Background: an optimization exercise with open tools, aiming at small area. Do not read the settings as production practice. Function was checked by simulation only, so behaviour that the tests miss may differ from the original.

==> flow/design.v <==
module Debounce(
	input i_in,
	input i_clk,
	input i_rst,
	output o_debounced,
	output o_neg,
	output o_pos
);
	parameter CNT_N = 7;
	localparam CNT_BIT = $clog2(CNT_N+1);
	logic o_debounced_r, o_debounced_w;
	logic [CNT_BIT-1:0] counter_r, counter_w;
	logic neg_r, neg_w, pos_r, pos_w;
	assign o_debounced = o_debounced_r;
	assign o_pos = pos_r;
	assign o_neg = neg_r;
	always_comb begin
		pos_w = ~o_debounced_r &  o_debounced_w;
		neg_w =  o_debounced_r & ~o_debounced_w;
		if (i_in != o_debounced_r) begin
			counter_w = counter_r - 1;
		end else begin
			counter_w = CNT_N;
		end
		if (counter_r == 0) begin
			o_debounced_w = ~o_debounced_r;
		end else begin
			o_debounced_w = o_debounced_r;
		end
	end
	always_ff @(posedge i_clk) begin
		if (i_rst) begin
			o_debounced_r <= 1'b1;
			counter_r <= CNT_N;
			neg_r <= 1'b0;
			pos_r <= 1'b0;
		end else begin
			o_debounced_r <= o_debounced_w;
			counter_r <= counter_w;
			neg_r <= neg_w;
			pos_r <= pos_w;
		end
	end
endmodule
module SevenHexDecoder(
	input [6:0] i_hex,
	output logic [6:0] o_seven_hun,
	output logic [6:0] o_seven_ten,
	output logic [6:0] o_seven_one
);
	function automatic [6:0] seg(input [3:0] d);
		seg[0] = ~((~d[2] & ~d[0]) | d[1] | (d[2] & d[0]) | d[3]);
		seg[1] = ~(~d[2] | (~d[1] & ~d[0]) | (d[1] & d[0]));
		seg[2] = ~d[2] & d[1] & ~d[0];
		seg[3] = (~d[3] & ~d[2] & ~d[1] & d[0]) | (d[2] & ~d[1] & ~d[0]) | (d[2] & d[1] & d[0]);
		seg[4] = d[0] | (d[2] & ~d[1]);
		seg[5] = ~((~d[1] & ~d[0]) | d[2] | d[3]);
		seg[6] = (~d[3] & ~d[2] & ~d[1]) | (d[2] & d[1] & d[0]);
	endfunction
	function automatic [3:0] add3(input [3:0] d);
		add3[0] = (d[3] & ~d[0]) | (~d[3] & ~d[2] & d[0]) | (d[2] & d[1] & ~d[0]);
		add3[1] = (d[3] & ~d[0]) | (~d[2] & d[1]) | (d[1] & d[0]);
		add3[2] = (d[3] & d[0]) | (d[2] & ~d[1] & ~d[0]);
		add3[3] = (d[2] & d[0]) | (d[2] & d[1]) | d[3];
	endfunction
	wire [3:0] a1 = add3({1'b0, i_hex[6:4]});
	wire [3:0] a2 = add3({a1[2:0], i_hex[3]});
	wire [3:0] a3 = add3({a2[2:0], i_hex[2]});
	wire [3:0] a4 = add3({a3[2:0], i_hex[1]});
	wire [3:0] ones = {a4[2:0], i_hex[0]};
	wire [3:0] b1 = add3({1'b0, a1[3], a2[3], a3[3]});
	wire hun = b1[3];
	wire [3:0] tens = {b1[2:0], a4[3]};
	wire blank_ten = ~hun & (tens == 4'd0);
	assign o_seven_hun = {4'b1111, ~hun, ~hun, 1'b1};
	assign o_seven_ten = seg(tens) | {7{blank_ten}};
	assign o_seven_one = seg(ones);
endmodule
module Top(
	input i_clk,
	input i_rst,
	input i_start,
	input [17:0] i_sw,
	output logic [6:0] o_random_out
);
	parameter SHOW_NUM = 15;
	parameter DELAY0 = 34;
	parameter DELAY1 = 131;
	parameter DELAY2 = 242;
	parameter DELAY3 = 297;
	parameter DELAY4 = 372;
	localparam [31:0] MUL_T = 32'd48271;      
	localparam [31:0] MUL_R = 32'd22695433;   
	function automatic [8:0] delay_of(input [3:0] n);
		if (n < 5)       delay_of = DELAY0;
		else if (n < 9)  delay_of = DELAY1;
		else if (n < 12) delay_of = DELAY2;
		else if (n < 14) delay_of = DELAY3;
		else             delay_of = DELAY4;
	endfunction
	function automatic [31:0] cdelay_rot(input [3:0] n);
		logic [31:0] c;
		if (n < 5)       c = MUL_T * DELAY0;
		else if (n < 9)  c = MUL_T * DELAY1;
		else if (n < 12) c = MUL_T * DELAY2;
		else if (n < 14) c = MUL_T * DELAY3;
		else             c = MUL_T * DELAY4;
		cdelay_rot = {c[30:0], c[31]};
	endfunction
	logic sw;             
	logic idle;           
	logic [3:0] run_num;  
	logic [8:0] left;     
	logic [31:0] rdm;
	logic [31:0] tmul;    
	logic [31:0] prod;    
	wire done = (run_num == SHOW_NUM);
	wire draw = sw && !done && (idle || left == 0);
	wire [31:0] prod_g = prod & {32{!idle}};
	wire [31:0] sum;
	wire [32:0] sum_c;
	assign sum_c[0] = 1'b0;
	genvar i;
	generate
		for (i = 0; i < 32; i++) begin : sum_add
			FullAdd u(.a(tmul[i]), .b(prod_g[i]), .ci(sum_c[i]), .s(sum[i]), .co(sum_c[i+1]));
		end
	endgenerate
	wire [31:0] rdm_new = (&sum) ? 32'd0 : sum;
	wire [4:0] idx = left[4:0];
	wire [31:0] mul_r_rot = {MUL_R[30:0], MUL_R[31]};
	wire [31:0] cdel = cdelay_rot(run_num);
	wire prod_k = mul_r_rot[idx];
	wire prod_c = cdel[idx];
	wire [31:0] pp = rdm & {32{prod_k}};
	wire [31:0] prod_next;
	wire [31:0] prod_cy;
	assign prod_next[0] = prod_c ^ pp[0];
	assign prod_cy[0] = prod_c & pp[0];
	generate
		for (i = 1; i < 31; i++) begin : prod_add
			FullAdd u(.a(prod[i-1]), .b(pp[i]), .ci(prod_cy[i-1]), .s(prod_next[i]), .co(prod_cy[i]));
		end
	endgenerate
	assign prod_next[31] = prod[30] ^ pp[31] ^ prod_cy[30];
	logic [31:0] tmul_next;
	always_comb begin
		logic c;
		c = 1'b0;
		for (int k = 0; k < 32; k++) begin
			tmul_next[k] = tmul[k] ^ MUL_T[k] ^ c;
			c = (tmul[k] & MUL_T[k]) | (tmul[k] & c) | (MUL_T[k] & c);
		end
	end
	always_ff @(posedge i_clk) begin
		if (i_rst) begin
			sw <= 0;
			idle <= 1;
			run_num <= 0;
			rdm <= 0;
			tmul <= 0;
		end
		else begin
			tmul <= tmul_next;
			if (i_start)
				sw <= ~sw;
			if (sw)
				idle <= 0;
			if (!sw)
				run_num <= 0;
			else if (draw)
				run_num <= run_num + 1;
			if (draw)
				rdm <= rdm_new;
		end
	end
	always_ff @(posedge i_clk) begin
		if (!sw)
			left <= DELAY0;
		else if (draw)
			left <= delay_of(run_num + 1);
		else
			left <= left - 1;
		prod <= prod_next;
	end
	wire [6:0] rem_inc;    
	RemInc rem0(.i_rdm(rdm), .i_m(i_sw[6:0]), .o_rem_inc(rem_inc));
	always_comb begin
		if (!sw)
			o_random_out = 0;
		else if (done && i_sw[17])
			o_random_out = i_sw[16:10];
		else
			o_random_out = rem_inc;
	end
endmodule
module RemInc(input [31:0] i_rdm, input [6:0] i_m, output [6:0] o_rem_inc);
	wire [31:0] rdm = i_rdm;
	wire [6:0] m = i_m;
	wire [6:0] nm = ~m;
	genvar j, i;
	logic [6:0] r [0:7];
	assign r[0] = 7'd0;
	generate
		for (j = 0; j < 7; j++) begin : rs
			wire [7:0] t = {r[j], rdm[31-j]};
			wire [8:0] c;
			wire [7:0] d;
			assign c[0] = 1'b1;
			for (i = 0; i < 8; i++) begin : bit_
				wire mb = (i < 7) ? nm[i] : 1'b1;
				assign d[i] = t[i] ^ mb ^ c[i];
				assign c[i+1] = (t[i] & mb) | (t[i] & c[i]) | (mb & c[i]);
			end
			wire [6:0] keep = (7'd1 << (j + 1)) - 7'd1;
			assign r[j+1] = (c[8] ? d[6:0] : t[6:0]) & keep;
		end
	endgenerate
	logic [6:0] q [7:32];
	logic sub [7:32];
	assign q[7] = r[7];
	assign sub[7] = 1'b1;
	generate
		for (j = 7; j < 32; j++) begin : ns
			NrStage st(.i_r(q[j]), .i_sub(sub[j]), .i_b(rdm[31-j]), .i_m(m), .o_r(q[j+1]), .o_sub(sub[j+1]));
		end
	endgenerate
	wire neg = ~sub[32];
	wire [7:0] cc;
	assign cc[0] = 1'b1;
	generate
		for (i = 0; i < 7; i++) begin : fin
			wire a = m[i] & neg;
			assign o_rem_inc[i] = q[32][i] ^ a ^ cc[i];
			assign cc[i+1] = (q[32][i] & a) | (q[32][i] & cc[i]) | (a & cc[i]);
		end
	endgenerate
endmodule
module NrStage(input [6:0] i_r, input i_sub, input i_b, input [6:0] i_m, output [6:0] o_r, output o_sub);
	wire [7:0] t = {i_r, i_b};
	wire [7:0] c;
	assign o_r[0] = i_b ^ i_m[0];
	assign c[1] = i_sub ? (i_b | ~i_m[0]) : (i_b & i_m[0]);
	genvar i;
	generate
		for (i = 1; i < 7; i++) begin : bit_
			FullAdd u(.a(t[i]), .b(i_m[i] ^ i_sub), .ci(c[i]), .s(o_r[i]), .co(c[i+1]));
		end
	endgenerate
	assign o_sub = ~(t[7] ^ i_sub ^ c[7]);
endmodule
module FullAdd(input a, input b, input ci, output s, output co);
	assign s = a ^ b ^ ci;
	assign co = (a & b) | (a & ci) | (b & ci);
endmodule
module Lab1(
	input CLOCK_50,
	input RST,
	input KEY0,
	input [17:0] SW,
	output [6:0] HEX0,
	output [6:0] HEX1,
	output [6:0] HEX2
);
	logic keydown;
	logic [6:0] random_value;
	Debounce deb0(
		.i_in(KEY0),
		.i_clk(CLOCK_50),
		.i_rst(RST),
		.o_neg(keydown)
	);
	Top top0(
		.i_clk(CLOCK_50),
		.i_rst(RST),
		.i_start(keydown),
		.i_sw(SW),
		.o_random_out(random_value)
	);
	SevenHexDecoder seven_dec0(
		.i_hex(random_value),
		.o_seven_hun(HEX2),
		.o_seven_ten(HEX1),
		.o_seven_one(HEX0)
	);
endmodule
export LEC_CHECK = 0
export CAP_MARGIN = 20
export CORE_MARGIN = 2
export CORE_UTILIZATION = 40
export SLEW_MARGIN = 20
export SYNTH_HIERARCHICAL = 1
export SYNTH_MINIMUM_KEEP_SIZE = 0
create_clock -name core_clock -period 160.0 [get_ports {CLOCK_50}]
standard.sh (not shown) runs the stock make flow with config.mk's settings and CLKGATE_MAP_FILE= SYNTH_SCRIPT=/design/flow/synth_recipe.tcl, a recipe that flattens the netlist after the stock synthesis.
==> flow/flow/run.sh <==
#!/bin/bash
# Standard layout with three changes:
# 1. after the standard synthesis (standard.sh, unchanged), the logic that does not feed the
#    HEX outputs (the generator's next-state logic), and the last few levels of logic before the
#    outputs (the seven-segment decoder), are remapped for area: yosys turns those cells back into
#    logic and maps it again with an area-oriented ABC script; every flip-flop, full adder, half
#    adder and tie cell, and the rest of the logic feeding the outputs (the divider), stay as
#    synthesized;
# 2. port buffers are buf_1 instead of the default buffer cell;
# 3. clock tree from clkbuf_4/clkbuf_8 buffers, without dummy loads.
set -euo pipefail
W=$PWD
R=$W/orfs/results/$FLOW_PLATFORM/Lab1/base
LIB=$FLOW_HOME/platforms/$FLOW_PLATFORM/lib/sky130_fd_sc_hd__tt_025C_1v80.lib
YOSYS=$FLOW_HOME/../tools/install/yosys/bin/yosys

bash standard.sh "$R/1_2_yosys.v" > $W/flow_synth.log 2>&1
cp "$R/1_2_yosys.v" $W/std_1_2_yosys.v

python3 $W/flow/comb_lib.py "$LIB" $W/comb.lib > $W/comb_lib.log 2>&1
cat > $W/remap.ys <<EOF
read_liberty -lib $LIB
read_verilog $W/std_1_2_yosys.v
hierarchy -check -top $FLOW_TOP
select -set outcone o:* %ci*:-sky130_fd_sc_hd__dfxtp_1[D,CLK]
select -set near o:* %ci26
select -set keep t:sky130_fd_sc_hd__dfxtp_1 t:sky130_fd_sc_hd__fa_1 t:sky130_fd_sc_hd__ha_1 t:sky130_fd_sc_hd__conb_1
select -set gen t:* @outcone %d @near %u @keep %d
submod -name genlogic @gen
read_liberty -overwrite $W/comb.lib
flatten genlogic
opt_clean -purge genlogic
abc -liberty $LIB -dont_use *lpflow* -dont_use *probe* -script $W/flow/remap.abc genlogic
opt_clean -purge genlogic
read_liberty -lib -overwrite $LIB
flatten
opt_clean -purge
write_verilog -noattr $W/remap_raw.v
EOF
$YOSYS -s $W/remap.ys > $W/flow_remap.log 2>&1
$YOSYS -p "read_liberty -lib $LIB; read_verilog $W/remap_raw.v; hierarchy -check -top $FLOW_TOP; \
hilomap -singleton -hicell sky130_fd_sc_hd__conb_1 HI -locell sky130_fd_sc_hd__conb_1 LO; \
insbuf -buf sky130_fd_sc_hd__buf_1 A X; splitnets; opt_clean -purge; check -assert; \
stat -liberty $LIB; write_verilog -noattr -noexpr -nohex -nodec $W/remap.v" > $W/flow_remap2.log 2>&1
cp $W/remap.v "$R/1_2_yosys.v"

bash standard.sh \
  "BUFFER_PORTS_ARGS=-buffer_cell sky130_fd_sc_hd__buf_1" \
  "CTS_ARGS=-sink_clustering_enable -repair_clock_nets -dont_use_dummy_load -buf_list {sky130_fd_sc_hd__clkbuf_4 sky130_fd_sc_hd__clkbuf_8}" \
  finish > $W/flow_layout.log 2>&1
cmp -s $W/remap.v "$R/1_2_yosys.v" || { echo "synthesis result was rebuilt" >&2; exit 1; }
==> flow/flow/comb_lib.py <==
# Writes the platform library's combinational cells (no flip-flops, latches, full or half
# adders, tie, tap, fill or low-power cells) to a liberty file, for remapping the glue logic.
import re, sys
src = open(sys.argv[1]).read()
m = re.search(r'\n\s*cell\s*\(', src)
header = src[:m.start()]
cell_re = re.compile(r'\n\s*cell\s*\(\s*"?(\w+)"?\s*\)\s*\{')
pos = m.start()
out = []
skip = ['__df', '__edf', '__sdf', '__dl', '__fa_', '__ha_', '__conb', '__tap', '__fill', '__decap',
        '__diode', '__probe', '__lpflow', '__macro', '__sdl', '__einv', '__ebuf']
while True:
    m = cell_re.search(src, pos)
    if not m:
        break
    depth = 0
    j = m.end() - 1
    while True:
        c = src[j]
        if c == '{':
            depth += 1
        elif c == '}':
            depth -= 1
            if depth == 0:
                break
        j += 1
    if not any(k in m.group(1) for k in skip):
        out.append(src[m.start():j + 1])
    pos = j + 1
open(sys.argv[2], 'w').write(header + ''.join(out) + '\n}\n')
==> flow/flow/remap.abc <==
strash
&get -n
&st
&synch2
&nf -R 1000
&put
strash
&get -n
&st
&dch -f
&nf -R 1000
&put
topo
Next try:
--- a/flow/flow/run.sh
+++ b/flow/flow/run.sh
@@ -26 +26 @@
-select -set near o:* %ci26
+select -set near o:* %ci14
==> flow/flow/remap.abc (replaced) <==
strash
&get -n
&st
&deepsyn -J 100 -T 600
&synch2
&nf -R 1000
&put
topo
--- a/flow/config.mk
+++ b/flow/config.mk
@@ -10,0 +11 @@
+export GPL_TIMING_DRIVEN = 0
What happened:
- die area shrinks by 2.2%
- worst hold slack loses 0.0093 ns
- setup slack gains 0.80 ns
- final area shrinks by 3.0%
- count of clock-buffer cells in the layout stays the same
- routed wire length shrinks by 12%
- synthesized cell count shrinks by 7.0%
- fmax grows by 0.51%
Next try:
--- a/flow/flow/run.sh
+++ b/flow/flow/run.sh
@@ -3,6 +3,7 @@
-# 1. after the standard synthesis (standard.sh, unchanged), the logic that does not feed the
-#    HEX outputs (the generator's next-state logic), and the last few levels of logic before the
-#    outputs (the seven-segment decoder), are remapped for area: yosys turns those cells back into
-#    logic and maps it again with an area-oriented ABC script; every flip-flop, full adder, half
-#    adder and tie cell, and the rest of the logic feeding the outputs (the divider), stay as
-#    synthesized;
+# 1. after the standard synthesis (standard.sh, unchanged), three parts of the logic are
+#    remapped for area: the logic that does not feed the HEX outputs (the generator's next-state
+#    logic), the last few levels of logic before the outputs (the seven-segment decoder), and the
+#    restoring first stages of the divider (the logic feeding the first non-restoring stage).
+#    yosys turns those cells back into logic and maps it again with an area-oriented ABC script.
+#    Every flip-flop, full adder, half adder and tie cell, and the rest of the logic feeding the
+#    outputs (the non-restoring divider stages), stay as synthesized;
@@ -26,0 +28 @@
+select -set rtop w:top0.rem0.ns[7].st.bit_*.u.a w:top0.rem0.q[7][6] %ci*:-sky130_fd_sc_hd__dfxtp_1[D,CLK]
@@ -28 +30 @@
-select -set gen t:* @outcone %d @near %u @keep %d
+select -set gen t:* @outcone %d @near %u @rtop %u @keep %d
--- a/flow/config.mk
+++ b/flow/config.mk
@@ -11 +10,0 @@
-export GPL_TIMING_DRIVEN = 0
The changed run ran to the end with no violations.
Global-route usage climbs by 0.58 points.
Setup slack gains 0.28 ns.
Maximum frequency stays flat.
Synthesized cell count goes down by 3.0%.
Via count fell by 4.1%.
Final area goes down by 4.2%.
Cell count went down by 4.6%.
Wire length rose by 0.40%.
Synthesized area is lower by 1.5%.
Next try:
--- a/flow/flow/run.sh
+++ b/flow/flow/run.sh
@@ -3,7 +3,6 @@
-# 1. after the standard synthesis (standard.sh, unchanged), three parts of the logic are
-#    remapped for area: the logic that does not feed the HEX outputs (the generator's next-state
-#    logic), the last few levels of logic before the outputs (the seven-segment decoder), and the
-#    restoring first stages of the divider (the logic feeding the first non-restoring stage).
-#    yosys turns those cells back into logic and maps it again with an area-oriented ABC script.
-#    Every flip-flop, full adder, half adder and tie cell, and the rest of the logic feeding the
-#    outputs (the non-restoring divider stages), stay as synthesized;
+# 1. after the standard synthesis (standard.sh, unchanged), the logic that does not feed the
+#    HEX outputs (the generator's next-state logic), and the last few levels of logic before the
+#    outputs (the seven-segment decoder), are remapped for area: yosys turns those cells back into
+#    logic and maps it again with an area-oriented ABC script; every flip-flop, full adder, half
+#    adder and tie cell, and the rest of the logic feeding the outputs (the divider), stay as
+#    synthesized;
@@ -11 +10,2 @@
-# 3. clock tree from clkbuf_4/clkbuf_8 buffers, without dummy loads.
+# 3. clock tree from clkbuf_8/clkbuf_16 buffers in clusters of up to 30 flip-flops, without dummy
+#    loads.
@@ -28 +27,0 @@
-select -set rtop w:top0.rem0.ns[7].st.bit_*.u.a w:top0.rem0.q[7][6] %ci*:-sky130_fd_sc_hd__dfxtp_1[D,CLK]
@@ -30 +29 @@
-select -set gen t:* @outcone %d @near %u @rtop %u @keep %d
+select -set gen t:* @outcone %d @near %u @keep %d
@@ -51 +50 @@
-  "CTS_ARGS=-sink_clustering_enable -repair_clock_nets -dont_use_dummy_load -buf_list {sky130_fd_sc_hd__clkbuf_4 sky130_fd_sc_hd__clkbuf_8}" \
+  "CTS_ARGS=-sink_clustering_enable -repair_clock_nets -dont_use_dummy_load -sink_clustering_size 30 -sink_clustering_max_diameter 300 -buf_list {sky130_fd_sc_hd__clkbuf_8 sky130_fd_sc_hd__clkbuf_16}" \
==> flow/flow/remap.abc (replaced) <==
strash
&get -n
&st
&synch2
&nf -R 1000
&put
strash
&get -n
&st
&dch -f
&nf -R 1000
&put
topo
The changed run completed with no timing, DRC or antenna violations. Sequential share of layout area goes down by 0.87 points. Clock-buffer cell count stays the same. Worst setup slack gets worse by 0.56 ns. Register-to-register slack loses 0.28 ns. Via count increases by 13%.
Next try:
--- a/flow/flow/run.sh
+++ b/flow/flow/run.sh
@@ -3,5 +3,7 @@
-# 1. after the standard synthesis (standard.sh, unchanged), the logic that does not feed the
-#    HEX outputs (the generator's next-state logic), and the last few levels of logic before the
-#    outputs (the seven-segment decoder), are remapped for area: yosys turns those cells back into
-#    logic and maps it again with an area-oriented ABC script; every flip-flop, full adder, half
-#    adder and tie cell, and the rest of the logic feeding the outputs (the divider), stay as
+# 1. after the standard synthesis (standard.sh, unchanged), three parts of the logic are
+#    remapped for area: the logic that does not feed the HEX outputs (the generator's next-state
+#    logic), the last few levels of logic before the outputs (the seven-segment decoder), and the
+#    restoring first stages of the divider (the logic feeding the first non-restoring stage).
+#    yosys turns those cells back into logic and maps it again with an area-oriented ABC script.
+#    Every flip-flop, the tie cells, the full and half adders outside the restoring stages, and
+#    the rest of the logic feeding the outputs (the non-restoring divider stages), stay as
@@ -10,2 +12 @@
-# 3. clock tree from clkbuf_8/clkbuf_16 buffers in clusters of up to 30 flip-flops, without dummy
-#    loads.
+# 3. clock tree from clkbuf_4/clkbuf_8 buffers, without dummy loads.
@@ -27,0 +29 @@
+select -set rtop w:top0.rem0.ns[7].st.bit_*.u.a w:top0.rem0.q[7][6] %ci*:-sky130_fd_sc_hd__dfxtp_1[D,CLK]
@@ -29 +31 @@
-select -set gen t:* @outcone %d @near %u @keep %d
+select -set gen t:* @outcone %d @near %u @keep %d @rtop t:sky130_fd_sc_hd__dfxtp_1 %d %u
@@ -50 +52 @@
-  "CTS_ARGS=-sink_clustering_enable -repair_clock_nets -dont_use_dummy_load -sink_clustering_size 30 -sink_clustering_max_diameter 300 -buf_list {sky130_fd_sc_hd__clkbuf_8 sky130_fd_sc_hd__clkbuf_16}" \
+  "CTS_ARGS=-sink_clustering_enable -repair_clock_nets -dont_use_dummy_load -buf_list {sky130_fd_sc_hd__clkbuf_4 sky130_fd_sc_hd__clkbuf_8}" \
--- a/flow/flow/comb_lib.py
+++ b/flow/flow/comb_lib.py
@@ -1,2 +1,2 @@
-# Writes the platform library's combinational cells (no flip-flops, latches, full or half
-# adders, tie, tap, fill or low-power cells) to a liberty file, for remapping the glue logic.
+# Writes the platform library's combinational cells (no flip-flops, latches, tie, tap, fill or
+# low-power cells) to a liberty file, for remapping logic.
@@ -10 +10 @@
-skip = ['__df', '__edf', '__sdf', '__dl', '__fa_', '__ha_', '__conb', '__tap', '__fill', '__decap',
+skip = ['__df', '__edf', '__sdf', '__dl', '__conb', '__tap', '__fill', '__decap',
==> flow/flow/remap.abc (replaced) <==
strash
&get -n
&st
&deepsyn -J 100 -T 600
&synch2
&nf -R 1000
&put
topo
Routed wire length is lower by 14%.
Via count fell by about 13%.
Die area goes down by about 5.4%.
Hold slack loses 0.0070 ns.
Clock skew is higher by 0.017 ns.
Worst setup slack is better by 1.9 ns.
Flip-flop and latch count is unchanged.
Clock-buffer cell count does not change.
Next try:
--- a/flow/flow/run.sh
+++ b/flow/flow/run.sh
@@ -3,8 +3,4 @@
-# 1. after the standard synthesis (standard.sh, unchanged), three parts of the logic are
-#    remapped for area: the logic that does not feed the HEX outputs (the generator's next-state
-#    logic), the last few levels of logic before the outputs (the seven-segment decoder), and the
-#    restoring first stages of the divider (the logic feeding the first non-restoring stage).
-#    yosys turns those cells back into logic and maps it again with an area-oriented ABC script.
-#    Every flip-flop, the tie cells, the full and half adders outside the restoring stages, and
-#    the rest of the logic feeding the outputs (the non-restoring divider stages), stay as
-#    synthesized;
+# 1. after the standard synthesis (standard.sh, unchanged), the logic that does not feed the
+#    HEX outputs (the generator's next-state logic) is remapped for area: yosys turns those cells
+#    back into logic and maps it again with an area-oriented ABC script; every flip-flop, full
+#    adder, half adder and tie cell, and all logic feeding the outputs, stay as synthesized;
@@ -28,2 +23,0 @@
-select -set near o:* %ci14
-select -set rtop w:top0.rem0.ns[7].st.bit_*.u.a w:top0.rem0.q[7][6] %ci*:-sky130_fd_sc_hd__dfxtp_1[D,CLK]
@@ -31 +25 @@
-select -set gen t:* @outcone %d @near %u @keep %d @rtop t:sky130_fd_sc_hd__dfxtp_1 %d %u
+select -set gen t:* @outcone %d @keep %d
--- a/flow/flow/comb_lib.py
+++ b/flow/flow/comb_lib.py
@@ -1,2 +1,2 @@
-# Writes the platform library's combinational cells (no flip-flops, latches, tie, tap, fill or
-# low-power cells) to a liberty file, for remapping logic.
+# Writes the platform library's combinational cells (no flip-flops, latches, full or half
+# adders, tie, tap, fill or low-power cells) to a liberty file, for remapping the glue logic.
@@ -10 +10 @@
-skip = ['__df', '__edf', '__sdf', '__dl', '__conb', '__tap', '__fill', '__decap',
+skip = ['__df', '__edf', '__sdf', '__dl', '__fa_', '__ha_', '__conb', '__tap', '__fill', '__decap',
==> flow/flow/remap.abc (replaced) <==
strash
dch
map -a
topo
Outcome: Via count rose by 22%; worst hold slack gains 0.013 ns; fmax fell by 1.1%; clock-buffer cell count does not change; cell count rose by 21%.

==> separate check: timing with driven ports <==
The results above use ideal ports. As a check the final layouts listed here were re-extracted and re-timed, cells and wires unchanged. Step 1 (the two cells are an assumption about what drives the block):
set clk [get_ports {CLOCK_50}]
set_driving_cell -lib_cell sky130_fd_sc_hd__clkbuf_16 $clk
set_driving_cell -lib_cell sky130_fd_sc_hd__buf_2 [delete_from_list [all_inputs] $clk]
Step 2 also shifts input and output timing later by t, the mid clock arrival at the registers, as if the neighbouring blocks saw the same clock. Three values: no drivers, after step 1, after step 2; two values: the first two.
run | shift t [ns] | setup WS [ns] | worst hold slack (ns) | worst register clock-pin slew, ns
the first run | 0.464 | 2.935 / 2.912 / 2.912 | 0.392 / 0.392 / 0.392 | 0.07 / 0.07
the second run | 0.434 | 3.732 / 3.713 / 3.713 | 0.383 / 0.383 / 0.383 | 0.07 / 0.07
the third run | 0.454 | 4.015 / 3.988 / 3.988 | 0.389 / 0.389 / 0.389 | 0.08 / 0.08
the fourth run | 0.448 | 3.453 / 3.435 / 3.435 | 0.391 / 0.391 / 0.391 | 0.05 / 0.05
the fifth run | 0.441 | 5.343 / 5.322 / 5.322 | 0.384 / 0.384 / 0.384 | 0.08 / 0.08
the sixth run | 0.438 | 3.593 / 3.572 / 3.572 | 0.397 / 0.397 / 0.397 | 0.07 / 0.07
After both steps every run listed still meets setup and hold. The setup slack of the third run, which loses most, moves by -0.027 ns with the drivers and by -0.027 ns with both steps.
